Context: an optimization exercise on an open-source flow, tuned for small area. The choices shown serve that exercise and are no tape-out recipe.
The RTL was checked by simulation tests, not by an equivalence proof against the original design.
Power figures rest on the tool's default switching activity, not on a simulated workload.

job 6694:
==> flow/design.v <==
`timescale 1ns / 1ps
module clk_manager(
			input clk_i,
			input rst_i,           
			output tick_o,         
			output car_o,          
			output step_o,         
			output clr_o           
    );
	reg [2:0] c8;
	reg [2:0] c5;
	reg [5:0] c63;
	always @(posedge clk_i) begin
		if (rst_i) begin
			c8  <= 3'd0;
			c5  <= 3'b000;
			c63 <= 6'b000001;
		end else begin
			c8  <= {c8[2] ^ (c8[1] & c8[0]), c8[1] ^ c8[0], !c8[0]};
			c5  <= {c5[1], c5[0], !(c5[2] & (c5[1] | c5[0]))};
			c63 <= {c63[4:0], c63[5] ^ c63[4]};
		end
	end
	assign tick_o = !c8[0] &&  c5[1] && !c5[0];             
	assign car_o  =  c8[0] && !c5[2] &&  c5[1];             
	assign step_o = c8[2] && !c8[1] && !c8[0] && (c63 == 6'b000001);
	assign clr_o  = !c5[2] && !c5[0];                       
endmodule
`timescale 1ns / 1ps
module quadenc(
			input clk_in,
			input en_in,
			input rst_in,          
			input a_in,
			input b_in,
			output mv_cw_o,
			output mv_acw_o
    );
	reg a_s, b_s;              
	reg [2:0] a_r, b_r;        
	reg a_v, b_v;              
	reg a_u, b_u;              
	reg [1:0] mv;              
	wire a_same = (a_in == a_s);
	wire b_same = (b_in == b_s);
	wire a_sat = &a_r;
	wire b_sat = &b_r;
	wire a_f = a_r[0] ? (a_r[1] | a_r[2]) : !a_r[2];
	wire b_f = b_r[0] ? (b_r[1] | b_r[2]) : !b_r[2];
	wire [2:0] a_rn = a_same ? {a_r[1:0], a_f} : 3'b110;
	wire [2:0] b_rn = b_same ? {b_r[1:0], b_f} : 3'b110;
	always @(posedge clk_in) begin
		if (rst_in) begin
			a_s <= 1'b0; b_s <= 1'b0;
			a_r <= 3'd7; b_r <= 3'd7;
			a_v <= 1'b0; b_v <= 1'b0;
			a_u <= 1'b0; b_u <= 1'b0;
		end else if (en_in) begin
			a_s <= a_in;
			b_s <= b_in;
			a_r <= a_rn;
			b_r <= b_rn;
			if (a_sat) a_v <= a_s;
			if (b_sat) b_v <= b_s;
			a_u <= a_v;
			b_u <= b_v;
		end
	end
	always @(posedge clk_in) begin
		if (en_in) begin
			mv[1] <= !mv[1] && !mv[0] && (a_u ^ b_u);
			mv[0] <= a_u | ((mv[1] | mv[0]) && b_u);
		end
	end
	assign mv_cw_o  = mv[1] & !mv[0];
	assign mv_acw_o = mv[1] &  mv[0];
endmodule
`timescale 1ns / 1ps
module game_engine(
		input clk_in,
		input rst_in,          
		input step_in,         
		input car_in,          
		input mv_cw_in,
		input mv_acw_in,
		input clr_in,          
		output [127:0] line1_out,
		output [127:0] line2_out
    );
	localparam [127:0] MSG  = "  Game  Over    ";
	localparam [15:0] ENV1 = 16'b0010_0000_0001_0000;  
	localparam [15:0] ENV2 = 16'b0000_0010_0000_0010;  
	reg [3:0] q;               
	reg loaded;                
	reg [1:0] st;              
	wire over = st[1] & st[0];
	wire [3:0] dlo = {q[1] & q[0], q[1] & !q[0], !q[1] & q[0], !q[1] & !q[0]};
	wire [3:0] dhi = {4{!over}} & {q[3] & q[2], q[3] & !q[2], !q[3] & q[2], !q[3] & !q[2]};
	wire [3:0] dhl = {4{loaded}} & dhi;
	wire [15:0] m, ml;         
	genvar j;
	generate
	for (j = 0; j < 16; j = j + 1) begin : dec
		assign m[j]  = dlo[j % 4] & dhi[j / 4];
		assign ml[j] = dlo[j % 4] & dhl[j / 4];
	end
	endgenerate
	wire hit1 = ml[4] | ml[13];
	wire hit2 = ml[1] | ml[9];
	always @(posedge clk_in) begin
		if (rst_in) begin
			q <= 4'd0;
			loaded <= 1'b0;
			st <= 2'd0;
		end else begin
			if (step_in) begin
				q <= {q[3] ^ (q[2] & q[1] & q[0]), q[2] ^ (q[1] & q[0]), q[1] ^ q[0], !q[0]};
				loaded <= loaded | (&q);
			end
			if ((st == 2'd1 && hit1) || (st == 2'd2 && hit2)) st <= 2'd3;
			else if (!over && car_in) begin
				if (mv_acw_in) st <= 2'd2;
				else if (mv_cw_in) st <= 2'd1;
			end
		end
	end
	wire [15:1] ge;
	assign ge[8]  = q[3];
	assign ge[4]  = q[3] | q[2];
	assign ge[12] = q[3] & q[2];
	assign ge[2]  = ge[4] | q[1];
	assign ge[6]  = q[3] | (q[2] & q[1]);
	assign ge[10] = q[3] & (q[2] | q[1]);
	assign ge[14] = ge[12] & q[1];
	assign ge[1]  = ge[2] | q[0];
	assign ge[3]  = ge[4] | (q[1] & q[0]);
	assign ge[5]  = q[3] | (q[2] & (q[1] | q[0]));
	assign ge[7]  = q[3] | (q[2] & q[1] & q[0]);
	assign ge[9]  = q[3] & (q[2] | q[1] | q[0]);
	assign ge[11] = q[3] & (q[2] | (q[1] & q[0]));
	assign ge[13] = ge[12] & (q[1] | q[0]);
	assign ge[15] = ge[14] & q[0];
	genvar i;
	generate
	for (i = 1; i < 16; i = i + 1) begin : pos
		wire g1 = (i > 4  ? m[(20 - i) % 16] : ml[(20 - i) % 16]) |
		          (i > 13 ? m[(29 - i) % 16] : ml[(29 - i) % 16]);
		wire g2 = (i > 1  ? m[(17 - i) % 16] : ml[(17 - i) % 16]) |
		          (i > 9  ? m[(25 - i) % 16] : ml[(25 - i) % 16]);
		wire vis = loaded | ge[16 - i];
		wire b5 = MSG[8*i+5] ? (over | vis) : (!over & vis);
		wire [7:0] msg = MSG[8*i+7:8*i];
		assign line1_out[8*i+7:8*i] = {1'b0, msg[6] & over, b5,
		                               msg[4] ? (over | g1) : g1, msg[3] ? (over | g1) : g1,
		                               msg[2] ? (over | g1) : g1, msg[1] ? (over | g1) : g1,
		                               msg[0] & over};
		assign line2_out[8*i+7:8*i] = {1'b0, msg[6] & over, b5,
		                               msg[4] ? (over | g2) : g2, msg[3] ? (over | g2) : g2,
		                               msg[2] ? (over | g2) : g2, msg[1] ? (over | g2) : g2,
		                               msg[0] & over};
	end
	endgenerate
	assign line1_out[7:0] = clr_in ? 8'h00 : (st == 2'd1) ? "<" : " ";
	assign line2_out[7:0] = clr_in ? 8'h00 : (st == 2'd2) ? "<" : (st == 2'd0) ? 8'h60 : " ";
endmodule
`timescale 1ns / 1ps
module quad_game_top(
			input clk_in,
			input rst_in,
			input a_in,
			input b_in,
			output [127:0] line1_out,
			output [127:0] line2_out
    );
wire enc_tick, car_slot, step, clr;
wire mv_cw, mv_acw;
		clk_manager clkdiv (
				.clk_i(clk_in),
				.rst_i(rst_in),
				.tick_o(enc_tick),
				.car_o(car_slot),
				.step_o(step),
				.clr_o(clr)
				);
		quadenc qenc (
				.clk_in(clk_in),
				.en_in(enc_tick),
				.rst_in(rst_in),
				.a_in(a_in),
				.b_in(b_in),
				.mv_cw_o(mv_cw),
				.mv_acw_o(mv_acw)
		);
game_engine gameEngine(
		.clk_in(clk_in),
		.rst_in(rst_in),
		.step_in(step),
		.car_in(car_slot),
		.mv_cw_in(mv_cw),
		.mv_acw_in(mv_acw),
		.clr_in(clr),
		.line1_out(line1_out),
		.line2_out(line2_out)
    );
endmodule
export LEC_CHECK = 0
export CAP_MARGIN = 20
export CORE_MARGIN = 2
export CORE_UTILIZATION = 40
export SLEW_MARGIN = 20
create_clock -name core_clock -period 10.0 [get_ports {clk_in}]
standard.sh (not shown) runs the stock make flow with config.mk's settings and CLKGATE_MAP_FILE= SYNTH_SCRIPT=/design/flow/synth_recipe.tcl, a recipe that flattens the netlist after the stock synthesis.
==> flow/flow/run.sh <==
#!/bin/bash
# Own layout flow: the standard synthesis and layout, except that every
# port buffer is a buf_1 and each output port that carries a constant gets
# a buf_1 of its own too, fed from shared tie cells (see const_ports.tcl).
set -euo pipefail
W=$(pwd)
bash standard.sh synth > "$W/synth.log" 2>&1
bash standard.sh SKIP_REPAIR_TIE_FANOUT=1 \
  "PRE_GLOBAL_PLACE_TCL=$W/flow/const_ports.tcl" \
  "BUFFER_PORTS_ARGS=-buffer_cell sky130_fd_sc_hd__buf_1" \
  finish > "$W/layout.log" 2>&1
Other scripts of this flow, unchanged in this note and not shown: flow/flow/const_ports.tcl
Input changes introduced in job 4930 (baseline for comparison: job 6694):
==> flow/flow/run.sh <==
#!/bin/bash
# Own layout flow.
# Synthesis: the standard synthesis script (synth_recipe.tcl), with two
# changes to the combinational mapping only: no adder extraction
# (ADDER_MAP_FILE empty) and an area-oriented ABC script (abc_area.script).
# Registers, their names and their cells are those of the standard synthesis.
# Layout: the standard layout, except that every port buffer is a buf_1
# and each output port that carries a constant gets a buf_1 of its own too,
# fed from shared tie cells (see const_ports.tcl).
set -euo pipefail
W=$(pwd)
{
  head -n 1 synth_recipe.tcl
  cat <<EOT
set ::env(ADDER_MAP_FILE) ""
proc abc {args} {
  set i [lsearch -exact \$args -script]
  if { \$i >= 0 } { lset args [expr {\$i + 1}] $W/flow/abc_area.script }
  yosys abc {*}\$args
}
EOT
  tail -n +2 synth_recipe.tcl
} > "$W/own_synth.tcl"
bash standard.sh "SYNTH_SCRIPT=$W/own_synth.tcl" synth > "$W/synth.log" 2>&1
bash standard.sh SKIP_REPAIR_TIE_FANOUT=1 \
  "PRE_GLOBAL_PLACE_TCL=$W/flow/const_ports.tcl" \
  "BUFFER_PORTS_ARGS=-buffer_cell sky130_fd_sc_hd__buf_1" \
  finish > "$W/layout.log" 2>&1
==> flow/flow/abc_area.script (new file) <==
strash
dch -f
amap
topo
dnsize
Results
Between job 4930 and job 6694, the clock latency on the worst-skew pair does not differ in any meaningful way.
Going from job 6694 to job 4930, number of DRC markers after the initial detailed-route iteration shrinks by 29.
Between job 6694 and job 4930, maximum frequency decreased.
The non-clock buffer count in job 4930 was higher than what job 6694 gave.
Final hold violation count came out exactly the same in job 6694 and job 4930.
Initial antenna violation count came out exactly the same in job 6694 and job 4930.
Summary: with job 6694 as the reference, leakage power of the design in job 4930 moved down by more than 10%.
> inputs changed (job 4930 -> job 7711)
-- flow/flow/run.sh --
<<< job 4930, line 28
>>> job 7711, line 28
  "CTS_ARGS=-sink_clustering_enable -buf_list sky130_fd_sc_hd__clkbuf_4 -root_buf sky130_fd_sc_hd__clkbuf_4 -dont_use_dummy_load -repair_clock_nets" \
## What came out
- For the sequential share of layout area, job 7711 came in 0.36 points higher than job 4930 did.
- Looking at final core utilization across job 7711 and job 4930, the one that comes out higher is job 4930.
- Job 4930 has a lower net switching share of the total power than job 7711.
- The clock network fraction of design power of job 7711 falls short of that of job 4930 by 8.5 points.
- Measured against each other, job 7711 and job 4930 differ in maximum ir drop on the vdd rail, the higher figure coming from job 4930.
- The via count of the routed design of job 7711 was inferior to that of job 4930.
- Setup slack (job 7711 over job 4930): decrease, 0.013 ns

[port drivers added, routing unchanged]
In the flow no input, the clock included, has a driving cell. The finished layouts below were timed again as built, in two steps.
Step 1: set_driving_cell puts a clkbuf_16 on clk_in and a buf_2 on each other input, an assumption about the parent block.
Step 2 also shifts input and output timing later by t, the mid clock arrival at the registers, as if the neighbouring blocks saw the same clock.
Slacks: no drivers / after step 1 / after step 2; pairs: no drivers / after step 1.
| run | shift t [ns] | setup WS [ns] | hold slack, ns | worst setup path after step 2 | worst data-port slew with drivers (ns) |
|---|---|---|---|---|---|
| job 6694 | 0.309 | 5.292 / 5.267 / 5.576 | 0.446 / 0.446 / 0.446 | register to output | 0.03 |
| job 4930 | 0.299 | 4.936 / 4.912 / 5.212 | 0.428 / 0.428 / 0.428 | register to output | 0.04 |
| job 7711 | 0.340 | 4.923 / 4.901 / 5.241 | 0.430 / 0.430 / 0.430 | register to output | 0.04 |
After both steps every run listed still meets setup and hold.
